Background: an optimization exercise with open tools, aiming at small area. Do not read the settings as production practice.
Function was checked by simulation only, so behaviour that the tests miss may differ from the original.

==> inputs of job 5518 <==
Design ym2149_audio, start of the top module:
module ym2149_audio
  (input  clk_i,
   input  en_clk_psg_i,
   input  sel_n_i,
   input  reset_n_i,
   input  bc_i,
   input  bdir_i,
   input  [7:0] data_i,
   output [7:0] data_r_o,
   output [11:0] ch_a_o,
   output [11:0] ch_b_o,
   output [11:0] ch_c_o,
   output [13:0] mix_audio_o,
   output [13:0] pcm14s_o);
  localparam [31:0] DAC_B0  = 32'h7BB6CBED;
  localparam [31:0] DAC_B1  = 32'h6E0DA0AF;
  localparam [31:0] DAC_B2  = 32'h4EE459FB;
  localparam [31:0] DAC_B3  = 32'h24EA4461;
  localparam [31:0] DAC_B4  = 32'h624EA427;
  localparam [31:0] DAC_B5  = 32'h1E24EA63;
  localparam [31:0] DAC_B6  = 32'h01E24E87;
  localparam [31:0] DAC_B7  = 32'h001E24E9;
  localparam [31:0] DAC_B8  = 32'h0001E24F;
  localparam [31:0] DAC_B9  = 32'h00001E25;
  localparam [31:0] DAC_B10 = 32'h000001E3;
  localparam [31:0] DAC_B11 = 32'h0000001F;
  function [11:0] dac_rom;
    input [4:0] idx;
    dac_rom = {DAC_B11[idx], DAC_B10[idx], DAC_B9[idx], DAC_B8[idx],
               DAC_B7[idx],  DAC_B6[idx],  DAC_B5[idx], DAC_B4[idx],
               DAC_B3[idx],  DAC_B2[idx],  DAC_B1[idx], DAC_B0[idx]};
  endfunction
  function ge16;
    input [15:0] a, b;
    integer k;
    reg c;
    begin
      c = 1'b1;
      for (k = 0; k < 16; k = k + 1)
        c = (a[k] & ~b[k]) | (a[k] & c) | (~b[k] & c);
      ge16 = c;
    end
  endfunction
  function [15:0] cnt_next;
    input [15:0] a;
    input ci, clr;
    integer k;
    reg c;
    begin
      c = ci;
      for (k = 0; k < 16; k = k + 1) begin
        cnt_next[k] = ~clr & (a[k] ^ c);
        c = c & a[k];
      end
    end
  endfunction
  function [13:0] add3;
    input [11:0] a, b, c;
    input ci0, ci1;
    reg [12:0] s, k;
    reg cy;
    integer i;
    begin
      k[0] = ci0;
      for (i = 0; i < 12; i = i + 1) begin
        s[i] = a[i] ^ b[i] ^ c[i];
        k[i+1] = (a[i] & b[i]) | (a[i] & c[i]) | (b[i] & c[i]);
      end
      s[12] = 1'b0;
      cy = ci1;
      for (i = 0; i < 13; i = i + 1) begin
        add3[i] = s[i] ^ k[i] ^ cy;
        cy = (s[i] & k[i]) | (s[i] & cy) | (k[i] & cy);
      end
      add3[13] = cy;
    end
  endfunction
  reg [7:0] data_i_r;
  reg [1:0] busctl_r;
  reg sel_n_r;
  reg sel_ff_r;
  reg [3:0] reg_addr_r;
  reg [7:0] data_o_r;
  reg [127:0] rf;    
  ...
clock: 10.0 ns
lec_check: 0
cap_margin: 20
core_margin: 2
core_utilization: 40
cts_buf_list: sky130_fd_sc_hd__clkbuf_8
cts_cluster_diameter: 50
cts_cluster_size: 16
slew_margin: 20
run.sh (not shown) runs the stock make flow with config.mk's settings and CLKGATE_MAP_FILE= SYNTH_SCRIPT=/design/flow/synth_recipe.tcl, a recipe that flattens the netlist after the stock synthesis.
==> job 1164 (differences from job 5518) <==
Settings changed: CTS_BUF_LIST sky130_fd_sc_hd__clkbuf_8 to default, CTS_CLUSTER_DIAMETER 50 to default, CTS_CLUSTER_SIZE 16 to default.
==> impl_metrics.tcl <==
set metrics [dict create \
    p_leak_nw 7.65 \
    cts.reportedPaths.clkPinSlew_ns 0.06 \
    skew_ns 0.0319 \
    most-common-layout-cells "edfxtp_1 (180), ha_1 (125), dfxtp_1 (116)" \
    p_int_w 0.00240 \
    holdPathEnd "lfsr_r[5]" \
    power.switching_w 0.000843 \
    met2_usage_pct 32.8 \
    met3_usage_pct 3.67 \
    status "finished clean" \
    pg_clk_w 0.00126 \
]
That was job 1164.
==> impl_metrics.tcl <==
set metrics [dict create \
    most-common-layout-cells "edfxtp_1 (180), ha_1 (125), dfxtp_1 (116)" \
    max-cap-violations 0 \
    power.switching_w 0.000877 \
    pg_clk_w 0.000956 \
    p_int_w 0.00206 \
    skew_ns 0.0353 \
    min_delay_path_depth 2 \
    met2_usage_pct 32.1 \
    status "finished clean" \
    ys_ff_latch 297 \
    period_needed_ns 8.93 \
    insertion_delay_ns 0.62 \
    postCtsSetupBuffers 0 \
    met3_usage_pct 3.36 \
    num-multi-input-gates 928 \
    numPortBuffers 85 \
    p_leak_nw 7.50 \
]
That was job 5518.

separate check: timing with driven ports:
The results above use ideal ports. As a check the final layouts listed here were re-extracted and re-timed, cells and wires unchanged. Step 1: set_driving_cell puts a clkbuf_16 on clk_i and a buf_2 on each other input, an assumption about the parent block. Step 2 also shifts input and output timing later by t, the mid clock arrival at the registers, as if the neighbouring blocks saw the same clock. Three values: ideal, step 1, step 2; two values: the first two.
run	t (ns)	setup slack, ns	cell pins on the clock port's net
job 5518	0.651	1.066 / 1.066 / 1.066	1
job 1164	0.589	1.070 / 1.070 / 1.070	1
After both steps setup and hold are still met in every run listed.
